Context: an optimization exercise on an open-source flow, tuned for small area, a short achievable clock period and few clock cycles per item. The choices shown serve that exercise and are no tape-out recipe.
Only simulation tests tie the RTL to the original design; equivalence was not proved.

`design/flow/config.mk`:
```
export PLATFORM = sky130hd
export DESIGN_NAME = qoi_decompressor
export DESIGN_NICKNAME = qoi_decompressor
export VERILOG_FILES = /design/flow/design.v
export SDC_FILE = /design/flow/constraint.sdc
export NUM_CORES = 4
export LEC_CHECK = 0
export CAP_MARGIN = 20
export CORE_MARGIN = 2
export CORE_UTILIZATION = 65
export PLACE_DENSITY = 0.72
export SLEW_MARGIN = 20
```
`design/flow/constraint.sdc`:
```
create_clock -name core_clock -period 10.0 [get_ports {clk}]
set_input_delay 2.0000 -clock core_clock [delete_from_list [all_inputs] [get_ports {clk}]]
set_output_delay 2.0000 -clock core_clock [all_outputs]
set_load 0.01 [all_outputs]
```
`design/flow/design.v`:
```
module qoi_decompressor (
    input  wire        rstn,
    input  wire        clk,
    output wire        i_tready,
    input  wire        i_tvalid,
    input  wire        i_tlast,
    input  wire [31:0] i_tdata,      
    input  wire        o_tready,
    output reg         o_tvalid,
    output reg         o_tlast,
    output reg  [ 7:0] o_R, o_G, o_B,
    output wire [31:0] o_width, o_height
);
localparam [2:0] H_MAGIC = 3'd0,
                 H_WIDTH = 3'd1,
                 H_HEIGHT= 3'd2,
                 H_2BYTE = 3'd3,
                 S_DATA  = 3'd4,
                 S_FLUSH = 3'd5;
reg  [ 2:0] state;
reg         finished;       
reg  [15:0] width, height;
assign o_width  = {16'd0, width};
assign o_height = {16'd0, height};
reg  [23:0] prev;           
reg  [ 5:0] hp;             
reg  [15:0] xr, yr;         
reg         done;           
reg         skid_v, skid_last;
reg         c1v;
reg  [31:0] c1;             
reg         c2v;
reg         c2_add;         
reg         c2_idx;         
reg         c2_rec;         
reg  [23:0] c2_opnd;
reg  [ 5:0] c2_hv;          
reg  [ 5:0] c2_hv2, c2_hv3;
reg  [ 5:0] c2_run;         
reg         c3v;
reg         c3_add, c3_idx;
reg  [23:0] c3_opnd;
reg  [ 5:0] c3_hv;
reg  [ 5:0] c3_run;         
reg         c3_run0;        
wire fire    = c3v & ~skid_v & ~done;
wire c3_take = fire & c3_run0;
wire c3_free = ~c3v | c3_take;
wire c2_adv  = c2v & c3_free;
wire c2_free = ~c2v | c3_free;
wire s2_adv  = c1v & c2_free;
wire c1_free = ~c1v | s2_adv;
wire o_free  = ~o_tvalid | o_tready;
wire c1v_n      = (state == S_DATA && done) ? 1'b0 : c1_free ? s1_fire : c1v;
wire c2v_n      = done ? 1'b0 : s2_adv ? 1'b1 : c2_adv ? 1'b0 : c2v;
wire c3v_n      = done ? 1'b0 : c2_adv ? 1'b1 : c3_take ? 1'b0 : c3v;
wire c3_run0_n  = c3_free ? (c2_run == 6'd0) : (fire & ~c3_run0) ? (c3_run == 6'd1) : c3_run0;
wire skid_v_n   = o_free ? 1'b0 : fire ? 1'b1 : skid_v;
wire o_tvalid_n = o_free ? (skid_v | fire) : o_tvalid;
reg  [ 1:0] rem_cnt;
reg  [23:0] rem;
function [2:0] clen_of(input [7:0] b);
    clen_of = (b[7:6] == 2'b10) ? 3'd2 :
              (b[7:1] == 7'b1111111) ? 3'd4 : 3'd1;
endfunction
function enough_of(input [7:0] b, input [1:0] n);    
    enough_of = (b[7:1] != 7'b1111111) & ((b[7:6] == 2'b10) ? n[1] : (n != 2'd0));
endfunction
reg         enough;         
wire [55:0] m = (rem_cnt == 2'd0) ? {24'h0, i_tdata                } :
                (rem_cnt == 2'd1) ? {16'h0, i_tdata, rem[ 7:0]} :
                (rem_cnt == 2'd2) ? { 8'h0, i_tdata, rem[15:0]} :
                                    {       i_tdata, rem      } ;
wire [2:0] clen = clen_of(m[7:0]);
wire [6:0] m_rgb, m_luma;
genvar gi;
generate for (gi = 0; gi < 7; gi = gi + 1) begin : g_tag
    assign m_rgb[gi]  = (m[8*gi+7:8*gi+1] == 7'b1111111);
    assign m_luma[gi] = (m[8*gi+7:8*gi+6] == 2'b10);
end endgenerate
wire [1:0] cnt_f = rem_cnt - clen[1:0];    
wire       rgb_f  = (clen == 3'd1) ? m_rgb[1]  : (clen == 3'd2) ? m_rgb[2]  : m_rgb[4];
wire       luma_f = (clen == 3'd1) ? m_luma[1] : (clen == 3'd2) ? m_luma[2] : m_luma[4];
wire       enough_f = ~rgb_f & (luma_f ? cnt_f[1] : (cnt_f != 2'd0));
reg         st_any, st_w;    
reg         st_dn;           
reg         stw_r;           
reg         c1fd_r;          
assign i_tready = st_any | stw_r | (st_dn & c1fd_r);
wire s1_fire = (state == S_DATA) & ~done & c1_free & (enough | (i_tvalid & ~finished));
wire [15:0] in_be = {i_tdata[23:16], i_tdata[31:24]};    
reg  [ 2:0] state_n;
reg         finished_n;
reg  [ 1:0] rem_cnt_n;
reg  [23:0] rem_n;
reg         enough_n;
always @(*) begin
    state_n    = state;
    finished_n = finished;
    rem_cnt_n  = rem_cnt;
    rem_n      = rem;
    enough_n   = enough;
    case (state)
        H_MAGIC : if (i_tvalid) state_n = H_WIDTH;
        H_WIDTH : if (i_tvalid & ~o_tvalid) state_n = H_HEIGHT;
        H_HEIGHT: if (i_tvalid) state_n = H_2BYTE;
        H_2BYTE : if (i_tvalid) begin
            state_n    = S_DATA;
            finished_n = 1'b0;
            rem_cnt_n  = 2'd2;
            rem_n      = {8'h0, i_tdata[31:16]};
            enough_n   = enough_of(i_tdata[23:16], 2'd2);
        end
        S_DATA  : if (done) begin
            state_n   = finished ? H_MAGIC : S_FLUSH;
            rem_cnt_n = 2'd0;
            enough_n  = 1'b0;
        end else if (s1_fire) begin
            if (~enough) finished_n = i_tlast;
            rem_cnt_n = rem_cnt - clen[1:0];    
            rem_n     = (clen == 3'd1) ? m[31: 8] :
                        (clen == 3'd2) ? m[39:16] : m[55:32];
            enough_n  = enough_f;
        end
        default : if (i_tvalid & i_tlast) state_n = H_MAGIC;    
    endcase
end
always @(posedge clk or negedge rstn)
    if (~rstn) begin
        state    <= H_MAGIC;
        finished <= 1'b0;
        rem_cnt  <= 2'd0;
        enough   <= 1'b0;
        c1v      <= 1'b0;
        st_any   <= 1'b1;
        st_w     <= 1'b0;
        st_dn    <= 1'b0;
        stw_r    <= 1'b0;
        c1fd_r   <= 1'b1;
    end else begin
        state    <= state_n;
        finished <= finished_n;
        rem_cnt  <= rem_cnt_n;
        enough   <= enough_n;
        c1v      <= c1v_n;
        st_any   <= (state_n != H_WIDTH) & (state_n != S_DATA);
        st_w     <= (state_n == H_WIDTH);
        stw_r    <= (state_n == H_WIDTH) & ~o_tvalid_n;
        c1fd_r   <= ~c1v_n | ~c2v_n | ~c3v_n | (~skid_v_n & c3_run0_n);
        st_dn    <= (state_n == S_DATA) & ~finished_n & ~(done | (fire & last)) & ~enough_n;
    end
always @(posedge clk) begin
    if (state == H_WIDTH && ~o_tvalid) width <= in_be;
    if (state == H_HEIGHT) height <= in_be;
    rem <= rem_n;
    if (c1_free) c1 <= m[31:0];
end
reg  [17:0] tab [0:63];     
wire [ 7:0] t0 = c1[7:0];
wire [ 5:0] ci = t0[5:0];
wire [17:0] te = tab[ci];
wire        f2 = (ci == hp);
wire [23:0] tv = f2 ? prev : {te, ci - 6'd53};
wire [ 7:0] df_r = {6'd0, t0[5:4]} - 8'd2;
wire [ 7:0] df_g = {6'd0, t0[3:2]} - 8'd2;
wire [ 7:0] df_b = {6'd0, t0[1:0]} - 8'd2;
wire [ 5:0] df_h1 = {3'd0, t0[5:4], 1'b0} + {4'd0, t0[5:4]};                 
wire [ 5:0] df_h2 = {2'd0, t0[3:2], 2'b0} + {4'd0, t0[3:2]};                 
wire [ 5:0] df_h3 = {1'b0, t0[1:0], 3'b0} + 6'd34 - {4'd0, t0[1:0]};         
wire [ 5:0] lu_u = t0[5:0];
wire [ 3:0] lu_1 = c1[15:12];
wire [ 3:0] lu_2 = c1[11: 8];
wire [ 7:0] lu_g = {2'd0, lu_u} - 8'd32;
wire [ 7:0] lu_r = {2'd0, lu_u} + {4'd0, lu_1} - 8'd40;
wire [ 7:0] lu_b = {2'd0, lu_u} + {4'd0, lu_2} - 8'd40;
wire [ 5:0] lu_h1 = {lu_u[1:0] + 2'd1, 4'd0} - lu_u;                        
wire [ 5:0] lu_h2 = {1'b0, lu_1, 1'b0} + {2'd0, lu_1};                       
wire [ 5:0] lu_h3 = {lu_2[2:0], 3'd0} - {2'd0, lu_2};                        
wire [23:0] rgb_lit = {c1[15:8], c1[23:16], c1[31:24]};
wire [ 5:0] rgb_h1 = {c1[12:8], 1'b0} + c1[13:8];                           
wire [ 5:0] rgb_h2 = {c1[19:16], 2'b0} + c1[21:16];                         
wire [ 5:0] rgb_h3 = {c1[26:24] + 3'd6, 3'd5} - c1[29:24];                  
always @(posedge clk or negedge rstn)
    if (~rstn) c2v <= 1'b0;
    else c2v <= c2v_n;
always @(posedge clk)
    if (c2_free) begin
        c2_run <= 6'd0;
        c2_rec <= 1'b0;
        c2_hv2 <= 6'd0;
        c2_hv3 <= 6'd0;
        case (t0[7:6])
            2'b00: begin
                c2_add <= 1'b0; c2_idx <= 1'b1; c2_rec <= ~f2;
                c2_opnd <= tv;
                c2_hv <= ci;
            end
            2'b01: begin
                c2_add <= 1'b1; c2_idx <= 1'b0;
                c2_opnd <= {df_r, df_g, df_b};
                c2_hv <= df_h1; c2_hv2 <= df_h2; c2_hv3 <= df_h3;
            end
            2'b10: begin
                c2_add <= 1'b1; c2_idx <= 1'b0;
                c2_opnd <= {lu_r, lu_g, lu_b};
                c2_hv <= lu_h1; c2_hv2 <= lu_h2; c2_hv3 <= lu_h3;
            end
            default: if (t0[5:1] != 5'b11111) begin
                c2_add <= 1'b1; c2_idx <= 1'b0;
                c2_opnd <= 24'd0;
                c2_hv <= 6'd0;
                c2_run <= ci;
            end else begin
                c2_add <= 1'b0; c2_idx <= 1'b0;
                c2_opnd <= rgb_lit;
                c2_hv <= rgb_h1; c2_hv2 <= rgb_h2; c2_hv3 <= rgb_h3;
            end
        endcase
    end
wire [ 5:0] e_l1 = c2_opnd[21:16];
wire [ 5:0] e_l2 = c2_opnd[13: 8];
wire [ 5:0] e_h  = c2_opnd[ 5: 0];
wire [ 5:0] e_r  = {e_h[4:0], 1'b0} - {e_l1[3:0], 2'b0} - e_l2;
wire [ 5:0] e_g  = e_l1 + {e_l2[4:0], 1'b0} - e_h;
wire [ 5:0] e_b  = e_l1 - e_l2;
wire [23:0] e_v  = {c2_opnd[23:22], e_r, c2_opnd[15:14], e_g, c2_opnd[7:6], e_b};
wire        f3  = c2_idx & (c2_hv == hp);
always @(posedge clk or negedge rstn)
    if (~rstn) c3v <= 1'b0;
    else c3v <= c3v_n;
always @(posedge clk)
    if (c3_free) begin
        c3_add  <= c2_add;
        c3_idx  <= c2_idx;
        c3_hv   <= c2_hv + c2_hv2 + c2_hv3;
        c3_run  <= c2_run;
        c3_run0 <= (c2_run == 6'd0);
        c3_opnd <= f3 ? prev : c2_rec ? e_v : c2_opnd;
    end else if (fire & ~c3_run0) begin
        c3_run  <= c3_run - 6'd1;
        c3_run0 <= (c3_run == 6'd1);
    end
wire [ 7:0] a_r = prev[23:16] + c3_opnd[23:16];
wire [ 7:0] a_g = prev[15: 8] + c3_opnd[15: 8];
wire [ 7:0] a_b = prev[ 7: 0] + c3_opnd[ 7: 0];
wire        fwd = c3_idx & (c3_hv == hp);
wire [23:0] p   = c3_add ? {a_r, a_g, a_b} : fwd ? prev : c3_opnd;
wire [ 5:0] hpn = c3_add ? hp + c3_hv : c3_hv;
wire        x1  = (xr == 16'd1);
wire        last = x1 & (yr == 16'd1);
always @(posedge clk)
    if (state == H_HEIGHT) begin
        prev <= 24'd0;
        hp   <= 6'd53;
        xr   <= width;
        yr   <= in_be;
    end else if (fire) begin
        prev <= p;
        hp   <= hpn;
        if (x1) begin
            xr <= width;
            yr <= yr - 16'd1;
        end else
            xr <= xr - 16'd1;
    end
always @(posedge clk or negedge rstn)
    if (~rstn) done <= 1'b1;
    else if (state == H_HEIGHT) done <= 1'b0;
    else if (fire & last) done <= 1'b1;
wire [ 5:0] w_l2 = prev[21:16] + {prev[12:8], 1'b0} + {prev[4:0], 1'b0};
wire [ 5:0] w_l1 = prev[21:16] + {prev[12:8], 1'b0} + {prev[4:0], 1'b0} + prev[5:0];
always @(posedge clk)
    tab[hp] <= {prev[23:22], w_l1, prev[15:14], w_l2, prev[7:6]};
always @(posedge clk or negedge rstn)
    if (~rstn) begin
        o_tvalid <= 1'b0;
        skid_v   <= 1'b0;
    end else begin
        o_tvalid <= o_tvalid_n;
        skid_v   <= skid_v_n;
    end
always @(posedge clk)
    if (o_free) begin
        {o_R, o_G, o_B} <= skid_v ? prev : p;
        o_tlast         <= skid_v ? skid_last : last;
    end else if (fire)
        skid_last <= last;
endmodule
```
`design/flow/standard.sh`:
```
#!/bin/bash
# synth_recipe.tcl (not shown) runs the flow's synth.tcl, then flattens the netlist and writes it again
# the make line also repeats each setting of config.mk as NAME=value (left out here)
make -C /OpenROAD-flow-scripts/flow DESIGN_CONFIG=/design/flow/config.mk WORK_HOME=/design/flow/orfs CLKGATE_MAP_FILE= SYNTH_SCRIPT=/design/flow/synth_recipe.tcl "${@:-finish}"
```
`design/flow/flow/run.sh`:
```
#!/bin/bash
set -euo pipefail
bash standard.sh 'BUFFER_PORTS_ARGS=-buffer_cell sky130_fd_sc_hd__buf_4' SETUP_SLACK_MARGIN=6.5 finish > flow_make.log 2>&1
```
==> reports/metrics.cfg, run 1 <==
[critical_path]
arrival_ps=1580
cp_num_buf_inv=1
cp.depth=2
required_ps=8000
cp_slowest_cell=dfrtp_1
crit_chain=a211o_1 > buf_6
r2r_slack_ps=6560
cp-start-kind=register
critical_path_class=register to primary output
cpPeakStageDelay_ps=420
worstPathMaxFanout=1
critPathCaptureType=primary output
critical-path-top-delay-family=flip-flops
crit_end=i_tready
r2r_end=c2_opnd[6]
reg2reg_depth=8
startpoint=st_dn

[clock_network]
clk_pin_slew_ps=60
root_buffer=clkbuf_16
cts.sinks=1441
clockBufferDepth=3
ctsHoldBuffers=0
clock_latency_ps=760
numCtsBuffers=144
cts_tree=yes
cts-htree-levels=4

[global_routing]
grt_usage_pct=34.21
grt_first_pass_wirelength_um=241100
grt_max_degree=114
antenna_found_initial=8
grt_overflow=0
first_global_vias=35530

[sta]
whs_ps=432.3
fin_crit_sh_pct=35.77
tightest_slew_ps=1165
rsz0062_at_grt=yes
max_freq_ghz=0.2796
fin_setup_tns_ps=0
layout_setup_ws_ps=6423
min_period_ps=3577
slew_headroom_pct=22.05
finalClockSkew_ps=23.18
setup_viol=0
finalHoldViolations=0
slew_viol_final=0

[placed_design]
gp_congestion=0.9365
hpwl_um=98710
port_buffers=95
pre_cts_slack_ps=5431

[synthesis]
syn-cell-area_um2=62740
synthCells=3726
ys_seq_elements=1441
ys.flop_type=edfxtp_1
synth_edf_count=1387
yosysSeqAreaShare_pct=68.25
synth_area_per_cell_um2=16.84
synthDistinctLibCells=77
ys_async_sr_fraction_pct=1.180
yosys_warnings=1

[detailed_routing]
antenna_left=0
first_pass_iters=6
wl_per_cell_um=31.69
via_per_inst=6.824
drc=0
drt_iter0_markers=4581
wl_um=167300
vias=36030

[cells_and_area]
drive_gt1_share_pct=22.52
multiInputGateArea_um2=18830
regArea_um2=42850
fillers=5654
synthToLayoutAreaGrowth_pct=12.07
layout_common_cells=edfxtp_1 (1,387), mux4_2 (314), buf_4 (200)
fin_nets=4070
layout_commonest_cell=edfxtp_1
fin_util_pct=73.78

[floorplan]
die_x_um=314.7
die-area_um2=99030
die_y_um=314.7
core_area_um2=95290
rows=113
start_util_pct=65.84
ios=128

[outcome]
run_status=complete, no violations

[flow_run]
drv_cap=0

[min_path]
hold_class=register to register

[per-layer routing]
layer | vias to the layer above | track usage, % | routed length (um)
met5 | - | 0 | 56
met1 | 18430 | 45.07 | 59890
met2 | 2136 | 55.21 | 82560
met3 | 410 | 7.440 | 16460
li1 | 15050 | - | -
met4 | 8 | 16.13 | 8335
[worst min-delay path by stage]
| stage | startpoint | to | slack, ps | depth (start not counted) |
|---|---|---|---|---|
| after global routing | c2_add | c3_add | 450 | 0 |
| after global placement | c2_add | c3_add | 410 | 0 |
| after floorplan | c2_add | c3_add | 400 | 0 |
| final | c2_add | c3_add | 430 | 0 |
| after detailed placement | c2_add | c3_add | 410 | 0 |
| after CTS | c2_add | c3_add | 430 | 0 |
[final cells by class]
class	count	share of cell area (%)
flip-flops and latches	1441	60.94
multi-input cells	1974	26.78
clock buffers	188	5.625
repair buffers	227	2.897
well taps	1265	2.251
clock inverters	74	0.8969
inverters	108	0.5819
repair inverters	2	0.01779
diodes	1	0.003559
[timing repair]
item | CTS | global route
pin swaps | 2 | 2
endpoints found under the setup margin | 277 | 207
cloned | 5 | 1
buffers inserted | 7 | 4
resized for setup | 30 | 21
[registers in the layout, indices dropped and copies added (netlist names), 8 cells and up, named ones only]
name     flops
c2_opnd     24
c1          32
o_R          8
prev        24
o_B          8
o_G          8
yr          16
xr          16
height      16
c3_opnd     24
tab       1152
width       16
rem         24
[cell usage after synthesis, drive strengths merged, types with 12 or more instances]
| cell | n | share of area, % |
|---|---|---|
| a211oi | 45 | 0.54 |
| a21o | 29 | 0.35 |
| a21oi | 139 | 1.1 |
| a221oi | 15 | 0.21 |
| a22oi | 42 | 0.50 |
| a31oi | 34 | 0.34 |
| and2 | 22 | 0.22 |
| and3 | 16 | 0.16 |
| buf | 117 | 1.2 |
| clkbuf | 118 | 0.71 |
| dfrtp | 14 | 0.56 |
| dfxtp | 37 | 1.2 |
| edfxtp | 1387 | 66 |
| fa | 31 | 0.99 |
| ha | 104 | 2.1 |
| inv | 108 | 0.65 |
| mux2 | 50 | 0.90 |
| mux2i | 80 | 1.3 |
| mux4 | 314 | 11 |
| nand2 | 200 | 1.2 |
| nand2b | 24 | 0.24 |
| nand3 | 23 | 0.18 |
| nor2 | 194 | 1.2 |
| nor2b | 48 | 0.48 |
| nor3 | 37 | 0.30 |
| nor4 | 14 | 0.14 |
| o211ai | 19 | 0.23 |
| o21a | 12 | 0.14 |
| o21ai | 147 | 1.2 |
| o22ai | 26 | 0.26 |
| or3 | 12 | 0.12 |
| xnor2 | 92 | 1.3 |
| xor2 | 34 | 0.47 |
[kinds of logic after synthesis]
group	Yosys count	synth area share, %
AO/OA/AOI/OAI	597	6.110
flip-flops	1441	68.25
AND/OR/NAND/NOR	639	4.818
buffers and inverters	343	2.551
other	1	0.005977
multiplexers	444	13.45
adder cells (fa/ha/maj)	135	3.063
XOR/XNOR	126	1.759
[metrics by stage]
| step | cells | area, um2 |
|---|---|---|
| after floorplan | 3757 | 63070 |
| after global placement | 4999 | 65210 |
| after detailed placement | 5000 | 65220 |
| after CTS | 5274 | 70140 |
| after global routing | 5279 | 70310 |
| final | 5280 | 70310 |
Testbench counts, summed over its fixed seeds: cycles 49,382, pixels 48,510.
==> run 2: changes to the inputs <==
==> design/flow/flow/run.sh (replaced) <==
#!/bin/bash
set -euo pipefail
bash standard.sh 'BUFFER_PORTS_ARGS=-buffer_cell sky130_fd_sc_hd__buf_4' SETUP_SLACK_MARGIN=7 finish > flow_make.log 2>&1
==> reports/metrics.cfg, run 2 <==
[synthesis]
ys_top_cells_by_count=edfxtp_1 (1,387), mux4_2 (314), nand2_1 (200), nor2_1 (192), o21ai_0 (146)  ; unchanged
ys_async_sr_fraction_pct=1.180  ; unchanged
ys_seq_elements=1441  ; unchanged
ys.flop_type=edfxtp_1  ; unchanged
synth_top_cell_area_share_pct=66.38  ; unchanged
syn-cell-area_um2=62740  ; unchanged
synth_xor_area_share_pct=1.759  ; unchanged
synthDistinctLibCells=77  ; unchanged
yosysMostFrequentCell=edfxtp_1  ; unchanged
synth_adder_area_share_pct=3.063  ; unchanged
yosysSeqAreaShare_pct=68.25  ; unchanged
yosys_warnings=1  ; unchanged
synthCells=3726  ; unchanged
ys_top_cells_by_area=edfxtp_1 (66%), mux4_2 (11%), ha_1 (2.1%)  ; unchanged
synth_edf_count=1387  ; unchanged
synthMuxAreaShare_pct=13.45  ; unchanged
synth_top_area_cell=edfxtp_1  ; unchanged
synth_top_family_by_area=multiplexers  ; unchanged
synth_area_per_cell_um2=16.84  ; unchanged
synth_compound_area_share_pct=6.110  ; unchanged
synthSimpleGateAreaFrac_pct=4.818  ; unchanged

[floorplan]
die_x_um=314.7  ; unchanged
rows=113  ; unchanged
core_area_um2=95290  ; unchanged
die_y_um=314.7  ; unchanged
start_util_pct=65.84  ; unchanged
ios=128  ; unchanged
die-area_um2=99030  ; unchanged

[clock_network]
numCtsBuffers=144  ; unchanged
ctsHoldBuffers=0  ; unchanged
cts_tree=yes  ; unchanged
clock_latency_ps=790  ; was 760 ps
clockBufferDepth=3  ; unchanged
cts-htree-levels=4  ; unchanged
root_buffer=clkbuf_16  ; unchanged
cts.sinks=1441  ; unchanged
clk_pin_slew_ps=60  ; about the same

[detailed_routing]
drt_iter0_markers=6073  ; was 4,581
wl_um=197700  ; was 167,300 um
drc=0  ; unchanged
antenna_left=0  ; unchanged
via_per_inst=7.185  ; was 6.824
vias=38970  ; was 36,030
first_pass_iters=8  ; was 6
wl_per_cell_um=36.45  ; was 31.69 um

[placed_design]
gp_congestion=0.9331  ; was 0.9365
port_buffers=95  ; unchanged
hpwl_um=100500  ; was 98,710 um
place_inst=4998  ; was 5,000

[critical_path]
critPathCaptureType=primary output  ; unchanged
critical_path_class=register to primary output  ; unchanged
arrival_ps=1570  ; was 1580 ps
reg2reg_depth=13  ; was 8
worstPathMaxFanout=1  ; unchanged
required_ps=8000  ; about the same
cp-start-kind=register  ; unchanged

[sta]
finalClockSkew_ps=40.10  ; was 23.18 ps
max_freq_ghz=0.2801  ; was 0.2796 GHz
tightest_slew_ps=1093  ; was 1165 ps
fin_setup_tns_ps=0  ; unchanged
slew_viol_final=0  ; unchanged
fin_crit_sh_pct=35.70  ; was 35.77%
slew_headroom_pct=26.86  ; was 22.05%
rsz0062_at_grt=yes  ; unchanged
finalHoldViolations=0  ; unchanged
min_period_ps=3570  ; was 3577 ps
setup_viol=0  ; unchanged

[global_routing]
grt_usage_pct=38.52  ; was 34.21%
grt_max_degree=74  ; was 114
first_global_vias=37790  ; was 35,530
antenna_found_initial=9  ; was 8
grt_first_pass_wirelength_um=267700  ; was 241,100 um
grt_overflow=0  ; unchanged

[flow_run]
drv_cap=0  ; unchanged

[cells_and_area]
layout_commonest_cell=edfxtp_1  ; unchanged
fin_nets=4210  ; was 4,070
largest_register=tab  ; unchanged
largest_register_ffs=1152  ; unchanged
layout_common_cells=edfxtp_1 (1,387), mux4_2 (314), buf_4 (204)  ; was edfxtp_1 (1,387), mux4_2 (314), buf_4 (200)
drive_gt1_share_pct=26.49  ; was 22.52%
fin_cells=5424  ; was 5,280
top_regs=tab x1152, c1 x32  ; unchanged
synthToLayoutAreaGrowth_pct=16.49  ; was 12.07%

[outcome]
run_status=complete, no violations  ; unchanged

[min_path]
hold_depth=0  ; unchanged
hold_class=register to register  ; unchanged

## run 2: cell families (layout without fill, tap and decap cells)
kind of cell / after synthesis / after routing
AOI/OAI and AO/OA: 597 / 598
xor gates and xnor gates: 126 / 126
adders and majority gates: 135 / 135
buffers and inverters: 343 / 740
DFF: 1441 / 1441
muxes: 444 / 444
other: 1 / 35
and+or+nand+nor: 639 / 640
## run 2: final timing paths
path                       slack (ps)          end  startpoint
setup / recovery                 6430     i_tready       st_dn
hold reg to reg                   420       c3_add      c2_add
min in group asynchronous        1100     finished        rstn
hold / removal                    420       c3_add      c2_add
max in group asynchronous        8630       st_any        rstn
setup reg to reg                 6670  tab[57][14]     prev[1]
## run 2: cell type report
class                      count  area, um2
antenna                        3      7.507
multi-input combinational   1975      19100
timing repair buffer         368       4633
inverter                     108      409.1
clock inverter                87      705.7
fill                        5228      22210
clock buffer                 177       3770
tap                         1265       1583
sequential                  1441      42870
## run 2: routing by layer
layer,track usage [%],share of wire (%)
met2,60.88,47
met3,9.880,12
met5,0,0.030
met4,22.18,7.2
met1,49.07,33
## run 2: stage by stage
step / worst slack [ps] / hold WS, ps / utilization [%] / instance area (um2)
floorplan: 5817 / 400.3 / - / 63130
global placement: 5514 / 405.9 / 68.43 / 65210
detailed placement: 5501 / 408.3 / 68.43 / 65210
CTS: 6390 / 423.1 / 75.62 / 72060
global route: 6383 / 437.7 / 76.69 / 73080
finish: 6430 / 420.5 / 76.70 / 73090
## run 2: critical path: stages, from the launching register on
cell,delay [ps]
dfrtp_1,410
a211o_1,290
buf_6,120
## run 2: repair_timing
action / CTS / global route
pin swaps: 20 / 26
cloned: 38 / 9
gates resized for setup: 177 / 95
endpoints found under the setup margin: 525 / 377
setup buffers: 68 / 44
==> run 3: changes to the inputs <==
==> design/flow/flow/run.sh (replaced) <==
#!/bin/bash
set -euo pipefail
bash standard.sh 'BUFFER_PORTS_ARGS=-buffer_cell sky130_fd_sc_hd__buf_4' \
    'CTS_ARGS=-sink_clustering_enable -repair_clock_nets -dont_use_dummy_load' \
    SETUP_SLACK_MARGIN=6.5 finish > flow_make.log 2>&1
==> reports/metrics.cfg, run 3 <==
[sta]
fin_setup_tns_ps=0  ; unchanged
slew_viol_final=0  ; unchanged
slew_headroom_pct=22.79  ; was 26.86%
finalClockSkew_ps=59.06  ; was 40.10 ps
finalHoldViolations=0  ; unchanged
tightest_slew_ps=1154  ; was 1093 ps
rsz0062_at_grt=yes  ; unchanged
max_freq_ghz=0.2808  ; was 0.2801 GHz
setup_viol=0  ; unchanged
min_period_ps=3562  ; was 3570 ps
layout_setup_ws_ps=6438  ; was 6430 ps
fin_crit_sh_pct=35.62  ; was 35.70%
whs_ps=423.4  ; was 420.5 ps

[critical_path]
cp-start-kind=register  ; unchanged
reg2reg_depth=6  ; was 13
arrival_ps=1560  ; was 1570 ps
critical_path_class=register to primary output  ; unchanged
r2r_end=c2_opnd[8]  ; was tab[57][14]
r2r_start=c1[4]  ; was prev[1]
worstPathMaxFanout=1  ; unchanged
required_ps=8000  ; about the same
critPathCaptureType=primary output  ; unchanged
r2r_slack_ps=6440  ; was 6670 ps
startpoint=st_dn  ; unchanged

[synthesis]
synthCells=3726  ; unchanged
syn-cell-area_um2=62740  ; unchanged
ys.flop_type=edfxtp_1  ; unchanged
ys_top_cells_by_count=edfxtp_1 (1,387), mux4_2 (314), nand2_1 (200), nor2_1 (192), o21ai_0 (146)  ; unchanged
yosysMostFrequentCell=edfxtp_1  ; unchanged
ys_seq_elements=1441  ; unchanged
synthDistinctLibCells=77  ; unchanged
yosys_warnings=1  ; unchanged
synth_top_area_cell=edfxtp_1  ; unchanged
yosysSeqAreaShare_pct=68.25  ; unchanged
ys_async_sr_fraction_pct=1.180  ; unchanged
ys_top_cells_by_area=edfxtp_1 (66%), mux4_2 (11%), ha_1 (2.1%)  ; unchanged
synth_area_per_cell_um2=16.84  ; unchanged
synth_edf_count=1387  ; unchanged
synth_top_cell_area_share_pct=66.38  ; unchanged

[clock_network]
clockBufferDepth=3  ; unchanged
root_buffer=clkbuf_16  ; unchanged
cts_tree=yes  ; unchanged
ctsHoldBuffers=0  ; unchanged
numCtsBuffers=144  ; unchanged
cts.sinks=1441  ; unchanged
cts-htree-levels=4  ; unchanged
clk_pin_slew_ps=60  ; about the same
clock_latency_ps=760  ; was 790 ps

[placed_design]
port_buffers=95  ; unchanged
gp_congestion=0.9365  ; was 0.9331
hpwl_um=98710  ; was 100,500 um
pre_cts_slack_ps=5431  ; was 5501 ps
place_inst=5000  ; was 4,998
placed_area_um2=65220  ; was 65,210 um2

[detailed_routing]
wl_um=165400  ; was 197,700 um
antenna_left=0  ; unchanged
drt_iter0_markers=4299  ; was 6,073
first_pass_iters=6  ; was 8
via_per_inst=6.908  ; was 7.185
vias=35650  ; was 38,970
drc=0  ; unchanged
wl_per_cell_um=32.04  ; was 36.45 um

[global_routing]
grt_overflow=0  ; unchanged
antenna_found_initial=4  ; was 9
grt_max_degree=113  ; was 74
grt_first_pass_wirelength_um=240300  ; was 267,700 um
first_global_vias=35490  ; was 37,790
grt_usage_pct=34.11  ; was 38.52%

[cells_and_area]
largest_register_ffs=1152  ; unchanged
fin_util_pct=72.71  ; was 76.70%
fin_nets=4070  ; was 4,210
largest_register=tab  ; unchanged
fillers=5772  ; was 5,228
top_regs=tab x1152, c1 x32  ; unchanged
synthToLayoutAreaGrowth_pct=10.44  ; was 16.49%
fin_cells=5161  ; was 5,424
layout_common_cells=edfxtp_1 (1,387), mux4_2 (314), buf_4 (200)  ; was edfxtp_1 (1,387), mux4_2 (314), buf_4 (204)
antenna_cells=0  ; was 3
drive_gt1_share_pct=21.64  ; was 26.49%
final_area_um2=69290  ; was 73,090 um2
layout_commonest_cell=edfxtp_1  ; unchanged

[flow_run]
drv_cap=0  ; unchanged

[min_path]
whs_endpoint=c3_add  ; unchanged
hp-start=c2_add  ; unchanged
hold_class=register to register  ; unchanged
hold_depth=0  ; unchanged

[outcome]
run_status=complete, no violations  ; unchanged

[floorplan]
start_util_pct=65.84  ; unchanged
rows=113  ; unchanged
die_x_um=314.7  ; unchanged
die-area_um2=99030  ; unchanged
core_area_um2=95290  ; unchanged
ios=128  ; unchanged
die_y_um=314.7  ; unchanged

-- run 3: final cells by class --
cell class | instances | area [um2] | share of cell area [%]
clock buffers | 144 | 3603 | 5.201
inverters | 108 | 409.1 | 0.5905
multi-input cells | 1974 | 18830 | 27.17
flip-flops and latches | 1441 | 42850 | 61.84
well taps | 1265 | 1583 | 2.284
repair buffers | 227 | 2004 | 2.893
repair inverters | 2 | 12.51 | 0.01806
-- run 3: critical path: stages (launching register included) --
cell,delay (ps)
dfrtp_1,420
a211o_1,290
buf_6,120
-- run 3: cell families (layout without fill, tap and decap cells) --
| group | after synthesis | in the layout | share of synthesized area, % |
|---|---|---|---|
| xor+xnor | 126 | 126 | 1.759 |
| flops | 1441 | 1441 | 68.25 |
| buf+inv | 343 | 481 | 2.551 |
| fa+ha+maj | 135 | 135 | 3.063 |
| compound gates | 597 | 598 | 6.110 |
| mux | 444 | 444 | 13.45 |
| simple gates | 639 | 639 | 4.818 |
| other cells | 1 | 32 | 0.005977 |
-- run 3: worst max path at each step --
stage | cells past startpoint | slack (ps) | endpoint
floorplan | 9 | 5810 | st_dn
global placement | 9 | 5600 | st_dn
detailed placement | 10 | 5430 | tab[16][15]
CTS | 2 | 6410 | i_tready
global route | 2 | 6420 | i_tready
finish | 2 | 6440 | i_tready
-- run 3: timing repair --
item                                    CTS  global route
pin swaps                                 2             2
buffers inserted                         10             2
endpoints found under the setup margin  277           205
gates cloned                              5             0
resized for setup                        28            24
-- run 3: layer usage --
layer	vias to the layer above	global-route usage [%]	share of wire, %
met5	-	0	0.0079
met4	2	15.66	4.8
met3	405	6.618	9.4
met2	2135	55.08	49
met1	18190	45.67	36
li1	14920	-	-
==> run 4: changes to the inputs <==
--- a/design/flow/design.v
+++ b/design/flow/design.v
@@ -79,13 +79,13 @@
     assign m_luma[gi] = (m[8*gi+7:8*gi+6] == 2'b10);
 end endgenerate
-wire [1:0] cnt_f = rem_cnt - clen[1:0];    
-wire       rgb_f  = (clen == 3'd1) ? m_rgb[1]  : (clen == 3'd2) ? m_rgb[2]  : m_rgb[4];
-wire       luma_f = (clen == 3'd1) ? m_luma[1] : (clen == 3'd2) ? m_luma[2] : m_luma[4];
-wire       enough_f = ~rgb_f & (luma_f ? cnt_f[1] : (cnt_f != 2'd0));
-reg         st_any, st_w;    
-reg         st_dn;           
-reg         stw_r;           
-reg         c1fd_r;          
-assign i_tready = st_any | stw_r | (st_dn & c1fd_r);
+wire [1:0] cnt_1 = rem_cnt - 2'd1;
+wire [1:0] cnt_2 = rem_cnt - 2'd2;
+wire       en_1  = ~m_rgb[1] & (m_luma[1] ? cnt_1[1] : (cnt_1 != 2'd0));
+wire       en_2  = ~m_rgb[2] & (m_luma[2] ? cnt_2[1] : (cnt_2 != 2'd0));
+wire       en_4  = ~m_rgb[4] & (m_luma[4] ? rem_cnt[1] : (rem_cnt != 2'd0));
+wire [1:0] cnt_f    = m_luma[0] ? cnt_2 : m_rgb[0] ? rem_cnt : cnt_1;
+wire       enough_f = m_luma[0] ? en_2  : m_rgb[0] ? en_4    : en_1;
+reg         it_r;            
+assign i_tready = it_r;
 wire s1_fire = (state == S_DATA) & ~done & c1_free & (enough | (i_tvalid & ~finished));
 wire [15:0] in_be = {i_tdata[23:16], i_tdata[31:24]};    
@@ -118,7 +118,6 @@
         end else if (s1_fire) begin
             if (~enough) finished_n = i_tlast;
-            rem_cnt_n = rem_cnt - clen[1:0];    
-            rem_n     = (clen == 3'd1) ? m[31: 8] :
-                        (clen == 3'd2) ? m[39:16] : m[55:32];
+            rem_cnt_n = cnt_f;    
+            rem_n     = m_luma[0] ? m[39:16] : m_rgb[0] ? m[55:32] : m[31:8];
             enough_n  = enough_f;
         end
@@ -133,9 +132,5 @@
         enough   <= 1'b0;
         c1v      <= 1'b0;
-        st_any   <= 1'b1;
-        st_w     <= 1'b0;
-        st_dn    <= 1'b0;
-        stw_r    <= 1'b0;
-        c1fd_r   <= 1'b1;
+        it_r     <= 1'b1;
     end else begin
         state    <= state_n;
@@ -144,9 +139,8 @@
         enough   <= enough_n;
         c1v      <= c1v_n;
-        st_any   <= (state_n != H_WIDTH) & (state_n != S_DATA);
-        st_w     <= (state_n == H_WIDTH);
-        stw_r    <= (state_n == H_WIDTH) & ~o_tvalid_n;
-        c1fd_r   <= ~c1v_n | ~c2v_n | ~c3v_n | (~skid_v_n & c3_run0_n);
-        st_dn    <= (state_n == S_DATA) & ~finished_n & ~(done | (fire & last)) & ~enough_n;
+        it_r     <= ((state_n != H_WIDTH) & (state_n != S_DATA)) |
+                    ((state_n == H_WIDTH) & ~o_tvalid_n) |
+                    ((state_n == S_DATA) & ~finished_n & ~(done | (fire & last)) & ~enough_n &
+                     (~c1v_n | ~c2v_n | ~c3v_n | (~skid_v_n & c3_run0_n)));
     end
 always @(posedge clk) begin
==> design/flow/flow/run.sh (replaced) <==
#!/bin/bash
set -euo pipefail
bash standard.sh 'BUFFER_PORTS_ARGS=-buffer_cell sky130_fd_sc_hd__buf_4' SETUP_SLACK_MARGIN=6.5 finish > flow_make.log 2>&1
==> reports/metrics.cfg, run 4 <==
[synthesis]
synth_compound_area_share_pct=6.827  ; was 6.110%
yosysMostFrequentCell=edfxtp_1  ; unchanged
synthMuxAreaShare_pct=12.68  ; was 13.45%
synthDistinctLibCells=81  ; was 77
synthCells=3850  ; was 3,726
ys_top_cells_by_area=edfxtp_1 (66%), mux4_2 (11%), ha_1 (2.1%)  ; unchanged
syn-cell-area_um2=62940  ; was 62,740 um2
synth_top_area_cell=edfxtp_1  ; unchanged
ys.flop_type=edfxtp_1  ; unchanged
synth_adder_area_share_pct=3.109  ; was 3.063%
ys_seq_elements=1438  ; was 1,441
synth_area_per_cell_um2=16.35  ; was 16.84 um2
ys_top_cells_by_count=edfxtp_1 (1,387), mux4_2 (297), nand2_1 (264), o21ai_0 (202), nor2_1 (194)  ; was edfxtp_1 (1,387), mux4_2 (314), nand2_1 (200), nor2_1 (192), o21ai_0 (146)
synth_top_cell_area_share_pct=66.18  ; was 66.38%
yosys_warnings=1  ; unchanged
synth_xor_area_share_pct=1.698  ; was 1.759%
ys_async_sr_fraction_pct=0.9736  ; was 1.180%
synth_top_family_by_area=multiplexers  ; unchanged
synth_edf_count=1387  ; unchanged
synthSimpleGateAreaFrac_pct=4.954  ; was 4.818%
yosysSeqAreaShare_pct=67.92  ; was 68.25%

[global_routing]
grt_usage_pct=33.78  ; was 34.11%
antenna_found_initial=4  ; unchanged
first_global_vias=36030  ; was 35,490
grt_max_degree=127  ; was 113
grt_overflow=0  ; unchanged
grt_first_pass_wirelength_um=241100  ; was 240,300 um

[sta]
min_period_ps=3558  ; was 3562 ps
finalHoldViolations=0  ; unchanged
layout_setup_ws_ps=6442  ; was 6438 ps
tightest_slew_ps=1088  ; was 1154 ps
slew_viol_final=0  ; unchanged
slew_headroom_pct=25.58  ; was 22.79%
fin_crit_sh_pct=35.58  ; was 35.62%
finalClockSkew_ps=25.95  ; was 59.06 ps
fin_setup_tns_ps=0  ; unchanged
max_freq_ghz=0.2811  ; was 0.2808 GHz
rsz0062_at_grt=yes  ; unchanged
setup_viol=0  ; unchanged

[critical_path]
cp-start-kind=register  ; unchanged
arrival_ps=4030  ; was 1560 ps
critical_path_class=register to register  ; was register to primary output
r2r_slack_ps=6440  ; about the same
critPathCaptureType=register  ; was primary output
r2r_start=hp[5]  ; was c1[4]
worstPathMaxFanout=16  ; was 1
startpoint=hp[5]  ; was st_dn
required_ps=10470  ; was 8000 ps

[detailed_routing]
antenna_left=0  ; unchanged
drc=0  ; unchanged
vias=36720  ; was 35,650
drt_iter0_markers=5228  ; was 4,299
wl_per_cell_um=30.65  ; was 32.04 um
via_per_inst=6.780  ; was 6.908
first_pass_iters=10  ; was 6
wl_um=166000  ; was 165,400 um

[cells_and_area]
synthToLayoutAreaGrowth_pct=11.95  ; was 10.44%
fin_util_pct=73.18  ; was 72.71%
top_regs=tab x1152, c1 x32  ; unchanged
layout_common_cells=edfxtp_1 (1,387), mux4_2 (297), nand2_1 (260)  ; was edfxtp_1 (1,387), mux4_2 (314), buf_4 (200)
layout_commonest_cell=edfxtp_1  ; unchanged
drive_gt1_share_pct=21.36  ; was 21.64%
largest_register=tab  ; unchanged
fin_nets=4202  ; was 4,070
largest_register_ffs=1152  ; unchanged
final_area_um2=70460  ; was 69,290 um2

[clock_network]
cts_tree=yes  ; unchanged
numCtsBuffers=144  ; unchanged
clockBufferDepth=3  ; unchanged
root_buffer=clkbuf_16  ; unchanged
clock_latency_ps=760  ; about the same
cts-htree-levels=4  ; unchanged
ctsHoldBuffers=0  ; unchanged
cts.sinks=1438  ; was 1,441
clk_pin_slew_ps=60  ; about the same

[floorplan]
ios=128  ; unchanged
rows=114  ; was 113
die_x_um=315.2  ; was 314.7 um
die_y_um=315.2  ; was 314.7 um
die-area_um2=99330  ; was 99,030 um2
start_util_pct=65.37  ; was 65.84%
core_area_um2=96280  ; was 95,290 um2

[flow_run]
drv_cap=0  ; unchanged

[placed_design]
gp_congestion=0.9751  ; was 0.9365
placed_area_um2=65440  ; was 65,220 um2
pre_cts_slack_ps=5578  ; was 5431 ps
port_buffers=95  ; unchanged
hpwl_um=98530  ; was 98,710 um

[min_path]
hp-start=c2_add  ; unchanged
hold_class=register to register  ; unchanged

[outcome]
run_status=complete, no violations  ; unchanged

==> run 4: changes by cell type after synthesis, sizes merged, moves of 16 or more <==
cell / previous run / this run
nand2: 200 / 264
o21ai: 147 / 203
mux2: 50 / 19
a22oi: 42 / 72
a21oi: 139 / 160
mux2i: 80 / 100
buf: 117 / 133
==> run 4: worst paths after layout <==
check | end | cells past startpoint
setup / recovery | c2_opnd[8] | 7
hold / removal | c3_add | 0
setup reg to reg | c2_opnd[8] | 7
hold reg to reg | c3_add | 0
max in group asynchronous | it_r | 1
min in group asynchronous | c2v | 1
==> run 4: per-stage QoR <==
| step | hold WS, ps | std cells |
|---|---|---|
| floorplan | 400.3 | 3881 |
| global placement | 403.6 | 5137 |
| detailed placement | 425.7 | 5138 |
| CTS | 440.7 | 5405 |
| global route | 444.5 | 5415 |
| finish | 437.6 | 5416 |
==> run 4: worst max-delay path: stages, from the launching register on <==
cell and delay [ps]:
dfxtp_1 780, xor2_1 140, nor4_1 530, nand2_2 380, nand2_2 350, a21oi_1 140
a2111oi_1 730, a221oi_1 210
==> run 4: cells by family (layout without fill, tap and decap cells) <==
group	after synthesis	in the layout
adders and majority gates	138	138
xor gates and xnor gates	122	122
other	1	33
muxes	419	419
and+or+nand+nor	684	685
buffers and inverters	368	625
AOI/OAI and AO/OA	680	680
DFF	1438	1438
==> run 4: layout make-up <==
type                       count  area (um2)
inverter                     124       465.4
antenna                        1       2.502
multi-input combinational   2076       18960
clock buffer                 188        3892
fill                        5851       25820
sequential                  1438       42780
tap                         1276        1597
timing repair buffer         244        2135
clock inverter                69       623.1
==> run 4: metal layers <==
metal | global-route usage, % | vias up | part of all wire (%)
met5 | 0 | - | 0
met4 | 11.65 | 0 | 3.4
met1 | 47.73 | 18740 | 38
li1 | - | 15420 | -
met2 | 53.70 | 2215 | 49
met3 | 6.414 | 348 | 10
==> run 4: timing repair <==
| item | in CTS | in global routing |
|---|---|---|
| setup endpoints to repair | 239 | 168 |
| resized for setup | 38 | 13 |
| setup buffers | 8 | 9 |
| endpoints found under the hold margin | 0 | 0 |
| pin swaps | 3 | 2 |
| cloned | 2 | 1 |
Testbench counts of run 4, summed over its fixed seeds: cycles 49,382, pixels 48,510.
==> run 5: changes to the inputs <==
==> design/flow/flow/run.sh (replaced) <==
#!/bin/bash
set -euo pipefail
bash standard.sh 'BUFFER_PORTS_ARGS=-buffer_cell sky130_fd_sc_hd__buf_4' SETUP_SLACK_MARGIN=6.8 finish > flow_make.log 2>&1
==> reports/metrics.cfg, run 5 <==
[synthesis]
synth_edf_count=1387  ; unchanged
yosysMostFrequentCell=edfxtp_1  ; unchanged
synthMuxAreaShare_pct=12.68  ; unchanged
ys.flop_type=edfxtp_1  ; unchanged
ys_seq_elements=1438  ; unchanged
synth_compound_area_share_pct=6.827  ; unchanged
synthCells=3850  ; unchanged
synth_xor_area_share_pct=1.698  ; unchanged
ys_top_cells_by_area=edfxtp_1 (66%), mux4_2 (11%), ha_1 (2.1%)  ; unchanged
synth_area_per_cell_um2=16.35  ; unchanged
synth_top_area_cell=edfxtp_1  ; unchanged
synthDistinctLibCells=81  ; unchanged
yosys_warnings=1  ; unchanged
ys_top_cells_by_count=edfxtp_1 (1,387), mux4_2 (297), nand2_1 (264), o21ai_0 (202), nor2_1 (194)  ; unchanged
synth_top_family_by_area=multiplexers  ; unchanged
synth_adder_area_share_pct=3.109  ; unchanged
synth_top_cell_area_share_pct=66.18  ; unchanged
syn-cell-area_um2=62940  ; unchanged
yosysSeqAreaShare_pct=67.92  ; unchanged
synthSimpleGateAreaFrac_pct=4.954  ; unchanged
ys_async_sr_fraction_pct=0.9736  ; unchanged

[cells_and_area]
synthToLayoutAreaGrowth_pct=14.63  ; was 11.95%
top_regs=tab x1152, c1 x32  ; unchanged
drive_gt1_share_pct=23.36  ; was 21.36%
layout_common_cells=edfxtp_1 (1,387), mux4_2 (297), nand2_1 (261)  ; was edfxtp_1 (1,387), mux4_2 (297), nand2_1 (260)
layout_commonest_cell=edfxtp_1  ; unchanged
fin_nets=4271  ; was 4,202
fin_util_pct=74.93  ; was 73.18%
largest_register=tab  ; unchanged
largest_register_ffs=1152  ; unchanged

[floorplan]
rows=114  ; unchanged
die_y_um=315.2  ; unchanged
ios=128  ; unchanged
core_area_um2=96280  ; unchanged
start_util_pct=65.37  ; unchanged
die-area_um2=99330  ; unchanged
die_x_um=315.2  ; unchanged

[clock_network]
cts_tree=yes  ; unchanged
cts-htree-levels=4  ; unchanged
root_buffer=clkbuf_16  ; unchanged
clk_pin_slew_ps=60  ; about the same
clock_latency_ps=760  ; about the same
ctsHoldBuffers=0  ; unchanged
numCtsBuffers=147  ; was 144
clockBufferDepth=3  ; unchanged
cts.sinks=1438  ; unchanged

[critical_path]
worstPathMaxFanout=1  ; was 16
crit_chain=buf_6  ; was xor2_1 > nor4_1 > nand2_2 > nand2_2 > a21oi_1 > a2111oi_1 > a221oi_1
critical_path_class=register to primary output  ; was register to register
required_ps=8000  ; was 10,470 ps
critical-path-top-delay-family=flip-flops  ; was simple AND/OR/NAND/NOR gates
cp-start-kind=register  ; unchanged
cpPeakStageDelay_ps=530  ; was 780 ps
arrival_ps=1370  ; was 4030 ps
critPathCaptureType=primary output  ; was register
r2r_slack_ps=6730  ; was 6440 ps
cp_slowest_cell=dfstp_2  ; was dfxtp_1
cp_num_buf_inv=1  ; was 0

[global_routing]
first_global_vias=36740  ; was 36,030
grt_usage_pct=35.19  ; was 33.78%
grt_use_met1_pct=48.70  ; was 47.73%
grt_use_met2_pct=54.59  ; was 53.70%
use_met3_pct=8.006  ; was 6.414%
grt.busiest_layer=met2  ; unchanged
grt_overflow=0  ; unchanged
antenna_found_initial=7  ; was 4
grt_max_degree=72  ; was 127
grt_first_pass_wirelength_um=249900  ; was 241,100 um

[detailed_routing]
antenna_left=0  ; unchanged
via_per_inst=6.873  ; was 6.780
vias=37750  ; was 36,720
drt_iter0_markers=5852  ; was 5,228
drc=0  ; unchanged
wl_um=174700  ; was 166,000 um
wl_per_cell_um=31.81  ; was 30.65 um
first_pass_iters=6  ; was 10

[flow_run]
drv_cap=0  ; unchanged

[min_path]
hold_class=register to register  ; unchanged

[sta]
max_freq_ghz=0.2969  ; was 0.2811 GHz
min_period_ps=3369  ; was 3558 ps
fin_crit_sh_pct=33.69  ; was 35.58%
tightest_slew_ps=1046  ; was 1088 ps
whs_ps=415.9  ; was 437.6 ps
fin_setup_tns_ps=0  ; unchanged
finalClockSkew_ps=29.96  ; was 25.95 ps
slew_viol_final=0  ; unchanged
setup_viol=0  ; unchanged
finalHoldViolations=0  ; unchanged
slew_headroom_pct=30.01  ; was 25.58%
rsz0062_at_grt=yes  ; unchanged

[placed_design]
port_buffers=95  ; unchanged
gp_congestion=0.9323  ; was 0.9751
hpwl_um=100100  ; was 98,530 um

[outcome]
run_status=complete, no violations  ; unchanged

run 5: area by class of cell:
cell class / count / area [um2]
multi-input cells: 2076 / 19210
repair buffers: 310 / 3323
flip-flops and latches: 1438 / 42790
clock buffers: 189 / 4036
well taps: 1276 / 1597
diodes: 4 / 10.01
inverters: 124 / 475.5
clock inverters: 76 / 698.2
fillers: 5606 / 24140
run 5: routing by layer:
metal  part of all wire [%]  up-vias  wire length (um)
li1                       -    15560                 -
met1                     37    19130             64230
met2                     48     2589             83010
met3                     11      474             19440
met4                    4.6        4              7972
met5                  0.033        -                57
run 5: timing repair:
action	CTS	global route
endpoints found under the setup margin	434	250
gates resized for setup	115	61
pin swaps	12	12
setup buffers	61	12
gates cloned	9	8
run 5: per-stage QoR:
step | std cells | worst slack, ps | area (um2)
2_1_floorplan | 3881 | 6339 | 63280
3_3_place_gp | 5132 | 5495 | 65390
3_5_place_dp | 5134 | 5494 | 65440
4_1_cts | 5469 | 6603 | 71580
5_1_grt | 5489 | 6599 | 72130
6_report | 5493 | 6631 | 72140
run 5: worst paths after layout:
check,start,end,depth (start not counted)
max,it_r,i_tready,1
min reg2reg,c2_add,c3_add,0
max in group asynchronous,rstn,it_r,1
max reg2reg,prev[1],tab[31][15],11
min,c2_add,c3_add,0
min in group asynchronous,rstn,skid_v,1
run 5: cells by family (layout without fill, tap and decap cells):
family | Yosys count | count (layout)
muxes | 419 | 419
AOI/OAI and AO/OA | 680 | 680
DFF | 1438 | 1438
xor gates and xnor gates | 122 | 123
adders and majority gates | 138 | 138
other | 1 | 36
and+or+nand+nor | 684 | 684
buffers and inverters | 368 | 699
==> run 6: changes to the inputs <==
==> design/flow/flow/run.sh (replaced) <==
#!/bin/bash
set -euo pipefail
bash standard.sh 'BUFFER_PORTS_ARGS=-buffer_cell sky130_fd_sc_hd__buf_4' SETUP_SLACK_MARGIN=6.7 finish > flow_make.log 2>&1
==> reports/metrics.cfg, run 6 <==
[outcome]
run_status=complete, no violations  ; unchanged

[global_routing]
antenna_found_initial=10  ; was 7
grt_first_pass_wirelength_um=247700  ; was 249,900 um
grt_overflow=0  ; unchanged
grt_max_degree=72  ; unchanged
grt_usage_pct=34.91  ; was 35.19%
first_global_vias=36580  ; was 36,740

[synthesis]
synthCells=3850  ; unchanged
synthDistinctLibCells=81  ; unchanged
ys.flop_type=edfxtp_1  ; unchanged
ys_seq_elements=1438  ; unchanged
yosysMostFrequentCell=edfxtp_1  ; unchanged
ys_top_cells_by_area=edfxtp_1 (66%), mux4_2 (11%), ha_1 (2.1%)  ; unchanged
yosys_warnings=1  ; unchanged
synth_top_cell_area_share_pct=66.18  ; unchanged
yosysSeqAreaShare_pct=67.92  ; unchanged
syn-cell-area_um2=62940  ; unchanged
synth_edf_count=1387  ; unchanged
ys_top_cells_by_count=edfxtp_1 (1,387), mux4_2 (297), nand2_1 (264), o21ai_0 (202), nor2_1 (194)  ; unchanged
ys_async_sr_fraction_pct=0.9736  ; unchanged
synth_top_area_cell=edfxtp_1  ; unchanged
synth_area_per_cell_um2=16.35  ; unchanged

[detailed_routing]
wl_per_cell_um=31.57  ; was 31.81 um
wl_um=173100  ; was 174,700 um
drt_iter0_markers=5492  ; was 5,852
first_pass_iters=6  ; unchanged
drc=0  ; unchanged
via_per_inst=6.849  ; was 6.873
antenna_left=0  ; unchanged
vias=37550  ; was 37,750

[sta]
whs_ps=417.0  ; was 415.9 ps
fin_crit_sh_pct=33.78  ; was 33.69%
finalClockSkew_ps=22.13  ; was 29.96 ps
fin_setup_tns_ps=0  ; unchanged
slew_headroom_pct=32.05  ; was 30.01%
slew_viol_final=0  ; unchanged
rsz0062_at_grt=yes  ; unchanged
max_freq_ghz=0.2961  ; was 0.2969 GHz
min_period_ps=3378  ; was 3369 ps
setup_viol=0  ; unchanged
tightest_slew_ps=1019  ; was 1046 ps
finalHoldViolations=0  ; unchanged
layout_setup_ws_ps=6622  ; was 6631 ps

[cells_and_area]
largest_register=tab  ; unchanged
drive_gt1_share_pct=22.84  ; was 23.36%
largest_register_ffs=1152  ; unchanged
fillers=5674  ; was 5,606
layout_commonest_cell=edfxtp_1  ; unchanged
fin_cells=5483  ; was 5,493
top_regs=tab x1152, c1 x32  ; unchanged
synthToLayoutAreaGrowth_pct=13.83  ; was 14.63%
layout_common_cells=edfxtp_1 (1,387), mux4_2 (297), nand2_1 (260)  ; was edfxtp_1 (1,387), mux4_2 (297), nand2_1 (261)
final_area_um2=71640  ; was 72,140 um2
fin_util_pct=74.41  ; was 74.93%
antenna_cells=0  ; was 4
fin_nets=4263  ; was 4,271

[floorplan]
die-area_um2=99330  ; unchanged
die_y_um=315.2  ; unchanged
rows=114  ; unchanged
ios=128  ; unchanged
die_x_um=315.2  ; unchanged
start_util_pct=65.37  ; unchanged
core_area_um2=96280  ; unchanged

[placed_design]
pre_cts_slack_ps=5455  ; was 5494 ps
hpwl_um=99190  ; was 100,100 um
place_inst=5134  ; unchanged
port_buffers=95  ; unchanged
gp_congestion=0.9316  ; was 0.9323
placed_area_um2=65430  ; was 65,440 um2

[critical_path]
worstPathMaxFanout=1  ; unchanged
cp_slowest_cell=dfstp_2  ; unchanged
arrival_ps=1380  ; was 1370 ps
cp_num_buf_inv=1  ; unchanged
cpPeakStageDelay_ps=530  ; about the same
required_ps=8000  ; about the same
critical_path_class=register to primary output  ; unchanged
startpoint=it_r  ; unchanged
critical-path-top-delay-family=flip-flops  ; unchanged
cp-start-kind=register  ; unchanged
crit_chain=buf_6  ; unchanged
critPathCaptureType=primary output  ; unchanged

[clock_network]
numCtsBuffers=146  ; was 147
cts-htree-levels=4  ; unchanged
cts.sinks=1438  ; unchanged
clock_latency_ps=750  ; was 760 ps
clk_pin_slew_ps=60  ; about the same
root_buffer=clkbuf_16  ; unchanged
clockBufferDepth=3  ; unchanged
cts_tree=yes  ; unchanged

[min_path]
hp-start=c2_add  ; unchanged
hold_class=register to register  ; unchanged

[flow_run]
drv_cap=0  ; unchanged

[run 6: changes by cell type in the layout (fill, tap and decap cells not counted), sizes merged, moves of 3 or more]
cell	before	now
buf	300	289
bufinv	13	10
bufbuf	1	6
diode	4	0
[run 6: layout make-up]
cell class                      count  area, um2  share of cell area [%]
Clock inverter                     75      689.4                  0.9623
Multi-Input combinational cell   2076      19050                   26.59
Tap cell                         1276       1597                   2.228
Inverter                          124      465.4                  0.6497
Sequential cell                  1438      42800                   59.74
Timing Repair Buffer              303       3088                   4.310
Clock buffer                      191       3949                   5.512
[run 6: worst register-to-register path: stages (launching register included)]
cell and delay (ps):
dfxtp_4 570, buf_8 400, nor2b_2 270, buf_6 420, a22oi_1 200, a21oi_2 370
nor2_1 80, a31oi_1 450, nor3b_1 100, a221oi_1 230
[run 6: logic make-up (layout without fill, tap and decap cells)]
| family | Yosys count | count (layout) | synth area share (%) |
|---|---|---|---|
| AO/OA/AOI/OAI | 680 | 680 | 6.827 |
| XOR/XNOR | 122 | 122 | 1.698 |
| adder cells (fa/ha/maj) | 138 | 138 | 3.109 |
| buffers and inverters | 368 | 693 | 2.807 |
| flip-flops | 1438 | 1438 | 67.92 |
| multiplexers | 419 | 419 | 12.68 |
| other | 1 | 32 | 0.005958 |
| AND/OR/NAND/NOR | 684 | 685 | 4.954 |
[run 6: routing by layer]
layer / up-vias / part of all wire [%] / global-route usage, %
met5: - / 0.040 / 0
met4: 10 / 4.1 / 13.76
met3: 429 / 11 / 7.644
met2: 2482 / 48 / 55.46
met1: 19060 / 36 / 47.86
li1: 15570 / - / -
[run 6: final timing paths]
check                           cells after the start     endpoint  slack (ps)
worst max-delay path                                1     i_tready        6620
worst min-delay path                                0       c3_add         420
worst max register to register                      9  c2_opnd[18]        6730
worst min register to register                      0       c3_add         420
max in group asynchronous                           1         it_r        8660
min in group asynchronous                           1       enough        1090
[run 6: what timing repair did]
action,CTS,global route
hold buffers,0,0
setup endpoints to repair,426,256
buffers inserted,44,25
gates cloned,9,5
pin swaps,13,8
resized for setup,106,41
endpoints found under the hold margin,0,0
==> run 7: changes to the inputs <==
==> design/flow/flow/run.sh (replaced) <==
#!/bin/bash
set -euo pipefail
bash standard.sh 'BUFFER_PORTS_ARGS=-buffer_cell sky130_fd_sc_hd__buf_4' \
    'CTS_ARGS=-sink_clustering_enable -repair_clock_nets -dont_use_dummy_load' \
    SETUP_SLACK_MARGIN=6.8 finish > flow_make.log 2>&1
==> reports/metrics.cfg, run 7 <==
[critical_path]
cp_num_buf_inv=1  ; unchanged
cp-start-kind=register  ; unchanged
arrival_ps=1350  ; was 1380 ps
cpPeakStageDelay_ps=530  ; about the same
worstPathMaxFanout=1  ; unchanged
critical-path-top-delay-family=flip-flops  ; unchanged
crit_chain=buf_6  ; unchanged
cp_slowest_cell=dfstp_2  ; unchanged
required_ps=8000  ; about the same
critical_path_class=register to primary output  ; unchanged
critPathCaptureType=primary output  ; unchanged

[floorplan]
core_area_um2=96280  ; unchanged
die-area_um2=99330  ; unchanged
ios=128  ; unchanged
rows=114  ; unchanged
die_y_um=315.2  ; unchanged
start_util_pct=65.37  ; unchanged
die_x_um=315.2  ; unchanged

[cells_and_area]
largest_register_ffs=1152  ; unchanged
top_regs=tab x1152, c1 x32  ; unchanged
layout_common_cells=edfxtp_1 (1,387), mux4_2 (297), nand2_1 (261)  ; was edfxtp_1 (1,387), mux4_2 (297), nand2_1 (260)
drive_gt1_share_pct=22.63  ; was 22.84%
layout_commonest_cell=edfxtp_1  ; unchanged
fillers=5724  ; was 5,674
multiInputGateArea_um2=19190  ; was 19,050 um2
largest_register=tab  ; unchanged
regArea_um2=42790  ; was 42,800 um2
synthToLayoutAreaGrowth_pct=13.01  ; was 13.83%
fin_nets=4277  ; was 4,263

[sta]
rsz0062_at_grt=yes  ; unchanged
fin_crit_sh_pct=33.50  ; was 33.78%
whs_ps=416.1  ; was 417.0 ps
slew_viol_final=0  ; unchanged
max_freq_ghz=0.2985  ; was 0.2961 GHz
finalHoldViolations=0  ; unchanged
setup_viol=0  ; unchanged
layout_setup_ws_ps=6650  ; was 6622 ps
tightest_slew_ps=1050  ; was 1019 ps
slew_headroom_pct=29.72  ; was 32.05%
finalClockSkew_ps=57.97  ; was 22.13 ps
fin_setup_tns_ps=0  ; unchanged
min_period_ps=3350  ; was 3378 ps

[synthesis]
ys_seq_elements=1438  ; unchanged
synth_edf_count=1387  ; unchanged
ys_top_cells_by_count=edfxtp_1 (1,387), mux4_2 (297), nand2_1 (264), o21ai_0 (202), nor2_1 (194)  ; unchanged
synth_top_area_cell=edfxtp_1  ; unchanged
syn-cell-area_um2=62940  ; unchanged
ys_top_cells_by_area=edfxtp_1 (66%), mux4_2 (11%), ha_1 (2.1%)  ; unchanged
yosysSeqAreaShare_pct=67.92  ; unchanged
ys_async_sr_fraction_pct=0.9736  ; unchanged
synthDistinctLibCells=81  ; unchanged
yosys_warnings=1  ; unchanged
synthCells=3850  ; unchanged
yosysMostFrequentCell=edfxtp_1  ; unchanged
synth_top_cell_area_share_pct=66.18  ; unchanged
ys.flop_type=edfxtp_1  ; unchanged
synth_area_per_cell_um2=16.35  ; unchanged

[detailed_routing]
first_pass_iters=8  ; was 6
antenna_left=0  ; unchanged
drc=0  ; unchanged
drt_iter0_markers=5612  ; was 5,492
vias=37460  ; was 37,550
wl_um=173700  ; was 173,100 um
wl_per_cell_um=32.28  ; was 31.57 um
via_per_inst=6.963  ; was 6.849

[clock_network]
clockBufferDepth=3  ; unchanged
clk_pin_slew_ps=50  ; was 60 ps
numCtsBuffers=147  ; was 146
clock_latency_ps=770  ; was 750 ps
cts.sinks=1438  ; unchanged
cts_tree=yes  ; unchanged
cts-htree-levels=4  ; unchanged
ctsHoldBuffers=0  ; unchanged
root_buffer=clkbuf_16  ; unchanged

[global_routing]
grt_first_pass_wirelength_um=247600  ; was 247,700 um
antenna_found_initial=10  ; unchanged
first_global_vias=36370  ; was 36,580
grt_overflow=0  ; unchanged
grt_usage_pct=34.99  ; was 34.91%
grt_max_degree=72  ; unchanged

[min_path]
hold_class=register to register  ; unchanged

[outcome]
run_status=complete, no violations  ; unchanged

[flow_run]
drv_cap=0  ; unchanged

[placed_design]
gp_congestion=0.9323  ; was 0.9316
pre_cts_slack_ps=5494  ; was 5455 ps
port_buffers=95  ; unchanged
hpwl_um=100100  ; was 99,190 um

-- run 7: cell count changes in the layout (fill, tap and decap cells not counted), sizes merged, moves of 3 or more --
cell / change
buf: +21
inv: -6
clkinv: -55
diode: +3
clkinvlp: -4
bufbuf: -5
clkbuf: -46
bufinv: -10
-- run 7: final timing paths --
| kind | start | to | slack [ps] | cells after the start |
|---|---|---|---|---|
| max | it_r | i_tready | 6650 | 1 |
| min in group asynchronous | rstn | skid_v | 1110 | 1 |
| min reg2reg | c2_add | c3_add | 420 | 0 |
| max in group asynchronous | rstn | it_r | 8640 | 1 |
| min | c2_add | c3_add | 420 | 0 |
| max reg2reg | prev[18] | tab[46][15] | 6740 | 11 |
-- run 7: cell type report --
cell class	instances	area share [%]
tap	1276	2.245
multi-input combinational	2076	26.98
sequential	1438	60.16
antenna	3	0.01056
clock buffer	147	5.172
timing repair buffer	316	4.762
inverter	124	0.6685
-- run 7: logic make-up after synthesis --
| logic type | share of synthesized area (%) |
|---|---|
| AO/OA/AOI/OAI | 6.827 |
| XOR/XNOR | 1.698 |
| adder cells (fa/ha/maj) | 3.109 |
| buffers and inverters | 2.807 |
| flip-flops | 67.92 |
| multiplexers | 12.68 |
| other | 0.005958 |
| AND/OR/NAND/NOR | 4.954 |
-- run 7: repair_timing --
action,in CTS,in global routing
buffers inserted,60,18
hold endpoints to repair,0,0
gates cloned,13,5
resized for setup,116,63
endpoints found under the setup margin,434,289
pin swaps,12,11
-- run 7: routing by layer --
| layer | GRT usage (%) | vias to the layer above | routed length [um] | share of wire [%] |
|---|---|---|---|---|
| met4 | 15.10 | 4 | 7938 | 4.6 |
| li1 | - | 15470 | - | - |
| met1 | 48.51 | 18880 | 62610 | 36 |
| met5 | 0 | - | 90 | 0.052 |
| met2 | 54.49 | 2656 | 82530 | 48 |
| met3 | 7.585 | 456 | 20510 | 12 |
-- run 7: per-stage QoR --
step           util [%]  cell area [um2]  instances
2_1_floorplan         -            63280       3881
3_3_place_gp      67.92            65390       5132
3_5_place_dp      67.97            65440       5134
4_1_cts           73.32            70590       5354
5_1_grt           73.86            71120       5377
6_report          73.87            71120       5380

what the ideal ports hide:
No port has a modelled driver above. Below, the same layouts with a new extraction and two added sets of constraints. Step 1 assumes that a clkbuf_16 drives the clock port and a buf_2 every other input. Step 2 times the ports against the registers' clock, not the clock port: input delays grow and output delays shrink by t, the midpoint of the rising clock arrivals with the driver on. a / b / c = ideal ports / drivers / drivers and shift; a / b = the first two.
| run | t (ns) | slack for setup (ns) | worst register clock-pin slew, ns |
|---|---|---|---|
| run 1 | 0.817 | 6.423 / 6.352 / 5.773 | 0.07 / 0.07 |
| run 2 | 0.845 | 6.430 / 6.349 / 5.893 | 0.07 / 0.07 |
| run 3 | 0.804 | 6.438 / 6.363 / 5.786 | 0.06 / 0.06 |
| run 4 | 0.823 | 6.442 / 6.442 / 5.947 | 0.07 / 0.07 |
| run 5 | 0.828 | 6.631 / 6.550 / 6.033 | 0.07 / 0.07 |
| run 6 | 0.821 | 6.622 / 6.548 / 6.041 | 0.07 / 0.07 |
| run 7 | 0.816 | 6.650 / 6.574 / 6.052 | 0.06 / 0.06 |
After both steps every run listed still meets setup and hold. For run 3, which loses most, drivers alone change the setup slack by -0.075 ns; drivers and shift together by -0.652 ns.
